Source: an optimization exercise on an open RTL-to-GDS flow (aim: small area and a short achievable clock period). Production flows keep margins and buffers that such runs may drop.
The RTL was checked by simulation tests, not by an equivalence proof against the original design.

$ cat design.v
`timescale 1ns/1ps
module ALU(X, B, R, y, valid_in, clk);
    input [15:0] X, B;
    input clk;
    input R;
	input valid_in;   
    output reg [38:0] y;
    wire [38:0] multiplier_out;
    wire [38:0] adder_out;
    multiplier multiplier (.A(X), .B(B), .Out(multiplier_out));
    addern adder (.X(multiplier_out), .Y(y), .S(adder_out), .valid_in(valid_in), .clk(clk));   
    always @(posedge clk) begin
        if (R) 
            y <= 39'b0;   
        else
            y <= adder_out;   
    end
endmodule
module multiplier(A,B,Out);
	input wire [15:0]A,B;
	output wire [38:0]Out;
	assign Out[31:0] = A * B;
	assign Out[38:32] = {7{Out[31]}};
endmodule
module addern(X, Y, S, valid_in, clk);
    parameter n = 38;  
    input wire [n:0] X, Y;
    input wire valid_in, clk;
    output wire [n:0] S;
	assign S = valid_in ? X + Y : Y;
endmodule
$ cat constraint.sdc
create_clock -name core_clock -period 10.0 [get_ports {clk}]
set_input_delay 2.0000 -clock core_clock [delete_from_list [all_inputs] [get_ports {clk}]]
set_output_delay 2.0000 -clock core_clock [all_outputs]
set_load 0.01 [all_outputs]
$ cat run.sh
#!/bin/bash
# synth_recipe.tcl (not shown) runs the flow's synth.tcl, then flattens the netlist and writes it again
# the make line also repeats each setting of config.mk as NAME=value (left out here)
make -C /OpenROAD-flow-scripts/flow DESIGN_CONFIG=/design/flow/config.mk WORK_HOME=/design/flow/orfs CLKGATE_MAP_FILE= SYNTH_SCRIPT=/design/flow/synth_recipe.tcl finish
$ cat config.mk
export PLATFORM = sky130hd
export DESIGN_NAME = ALU
export DESIGN_NICKNAME = ALU
export VERILOG_FILES = /design/flow/design.v
export SDC_FILE = /design/flow/constraint.sdc
export NUM_CORES = 4
export LEC_CHECK = 0
export CAP_MARGIN = 20
export CORE_MARGIN = 2
export CORE_UTILIZATION = 40
export SLEW_MARGIN = 20
==> flow_summary.ini <==
[status]
status = finished clean

[placement]
hpwlAfterDp_um = 26400
portBuffers = 73
place_congestion = 0.914
dp_cells = 1998

[synthesis]
yosysMostFrequentCell = inv_1
synth_compound_area_share_pct = 12.8
syn-cell-area_um2 = 12000
synth_flop_cell = dfxtp_1
netlist_top_cells_count = inv_1 (242), fa_1 (195), nand2_1 (185)
synth_edf_count = 0
yosysWarnings = 1
synth_top_family_by_area = adder cells
synth_cells = 1414
synth_top_area_share_pct = 32.6
synthSimpleGateAreaFrac_pct = 17.3
synth_cell_types = 65
ys_ff_latch = 39
synth.area.top_cells = fa_1 (33%), ha_1 (15%), inv_1 (7.6%), dfxtp_1 (6.5%), and2_1 (6.2%)
synth_xor_area_share_pct = 4.10
syn_nets = 1789
yosys.area.top_type = fa_1
async_flop_share_pct = 0
syn_avg_cell_area_um2 = 8.46
synth_mux_area_share_pct = 1.95
synthAdderAreaFrac_pct = 47.8
ys_seq_area_share_pct = 6.53

[final_layout]
regMostFlops = y
filler_cell_count = 2874
instances_no_fill = 2011
drive_above_1_share_pct = 15.5
nets = 1995
largest_register_ffs = 39
area_growth_pct = 22.9
reg_top3 = y: 39 flops
antenna_cells = 0

[routing]
post_drt_wl_per_cell_um = 15.1
firstDrtPassIters = 5
vias_per_cell = 5.04
wirelength_um = 30400
drtAntennaViolNets = 0
drt_iter0_markers = 435
drc_errors = 0
vias = 10100

[clocking]
cts_buffers = 5
path_clk_slew_ps = 60
cts_tree = yes
root_buffer = clkbuf_16
h-tree-depth = 2
cts_buffer_depth = 2
cts_num_sinks = 39
cts_hold_repair.buffers = 0
clkLatencyLatePin_ps = 300

[worst_setup_path]
cp-end-kind = register
arrival_ps = 9870
cp_slowest_stage_delay_ps = 560
r2r_end = y[38]
cpMostUsedCell = fa_1
r2r_start = y[0]
critPathMaxFanout = 5
rr_worst_depth = 11
cp_slowest_cell = fa_1
cp_data_required_time_ps = 10180
r2r_setup_slack_ps = 6770
cp-start-kind = input pin
crit_type = in -> reg

[floorplanning]
die_h_um = 177
std_cell_rows = 63
core_um2 = 29600
io-pin-count = 74
fp.dieW_um = 177
start_util_pct = 40.4
dieArea_um2 = 31300

[sta]
final_hold_viol_count = 0
slew_headroom_pct = 31.2
worst_slew_pin_slew_ps = 1030
skew_ps = 6.27
min_period_ps = 9690
timing.final.crit_share_pct = 96.9
setup_viol = 0
fmax_mhz = 103
slew_viol_final = 0
rsz0062_at_grt = false

[min_path]
hold_path_class = reg -> reg
whs_endpoint = y[36]
min_from = y[36]
hold_depth = 2

[global_route]
grt.overflow.total = 0
grt_use_total_pct = 20.3
grt_first_pass_wirelength_um = 52100
antenna_found_initial = 0
grt_start_max_net_pins = 43
grt_pass1_vias = 10700

[flow_run]
drv_cap = 0
## layout by cell type, fill, tap and decap left out, drive strengths merged, types with 39 or more instances in the layout
| cell | Yosys | layout |
|---|---|---|
| buf | 9 | 183 |
| dfxtp | 39 | 39 |
| nor2 | 67 | 67 |
| fa | 195 | 195 |
| a21oi | 57 | 57 |
| nand2 | 185 | 185 |
| clkdlybuf4s50 | 0 | 50 |
| and2 | 120 | 120 |
| ha | 145 | 145 |
| inv | 242 | 242 |
| a21o | 45 | 45 |
## per-layer routing
metal,share of wire (%),GRT usage (%),vias to the layer above
met5,0,0,-
met4,1.3,3.24,0
met3,2.0,1.50,27
met2,51,36.5,124
met1,45,27.3,5042
li1,-,-,4939
## area by class of cell
type / instances / area (um^2) / area share, %
clock inverters: 3 / 67.6 / 0.460
well taps: 390 / 488 / 3.32
multi-input cells: 1076 / 10200 / 69.7
clock buffers: 5 / 125 / 0.852
repair buffers: 255 / 2080 / 14.2
flip-flops and latches: 39 / 781 / 5.31
inverters: 243 / 912 / 6.21
## critical path, delay by kind of cell
| family | cells | cell delay, ps |
|---|---|---|
| muxes | 2 | 660 |
| xor gates and xnor gates | 1 | 130 |
| buffers and inverters | 5 | 490 |
| AOI/OAI and AO/OA | 13 | 2550 |
| and+or+nand+nor | 2 | 480 |
| adders and majority gates | 8 | 3540 |
## stage by stage
stage	hold WS, ps	util [%]	setup WS, ps	setup TNS (ps)	cell area (um^2)
detailed placement	497	48.3	-542	-1400	14300
finish	499	49.7	314	0	14700
floorplan	516	-	178	0	12000
global placement	489	48.3	-439	-1280	14300
global route	529	49.7	2.73	0	14700
CTS	509	49.3	1.68	0	14600
## worst max path at each step
| stage | cells after the start | to | slack (ps) | start |
|---|---|---|---|---|
| floorplan | 30 | y[38] | 180 | B[1] |
| global placement | 31 | y[38] | -440 | X[5] |
| detailed placement | 30 | y[38] | -540 | X[10] |
| CTS | 31 | y[38] | 2 | B[1] |
| global route | 33 | y[38] | 3 | X[1] |
| finish | 31 | y[38] | 310 | B[3] |
## logic make-up (layout without fill, tap and decap cells)
family	count (synthesis)	after routing
AOI/OAI and AO/OA	226	226
xor gates and xnor gates	56	56
adders and majority gates	340	340
buffers and inverters	299	506
DFF	39	39
muxes	23	23
and+or+nand+nor	431	431
## repair_timing
item | in CTS | in global routing
pin swaps | 27 | 26
gates resized for setup | 37 | 50
setup endpoints to repair | 1 | 7
buffers inserted | 4 | 1

[what the ideal ports hide]
In the flow no input, the clock included, has a driving cell. The finished layout below was timed again as built, in two steps. Step 1: set_driving_cell puts a clkbuf_16 on clk and a buf_2 on each other input, an assumption about the parent block. Step 2 also shifts input and output timing later by t, the mid clock arrival at the registers, as if the neighbouring blocks saw the same clock. Three values: no drivers, after step 1, after step 2; two values: the first two.
t (ns): 0.328
slack for setup (ns): 0.314 / 0.323 / -0.005
worst hold slack (ns): 0.499 / 0.499 / 0.499
latest minus earliest clock arrival (ns): 0.006 / 0.006
cell pins on the clock port's net: 1
Met with ideal ports but missed after step 2: setup timing in this run. For this run, drivers alone change the setup slack by +0.009 ns; drivers and shift together by -0.319 ns.
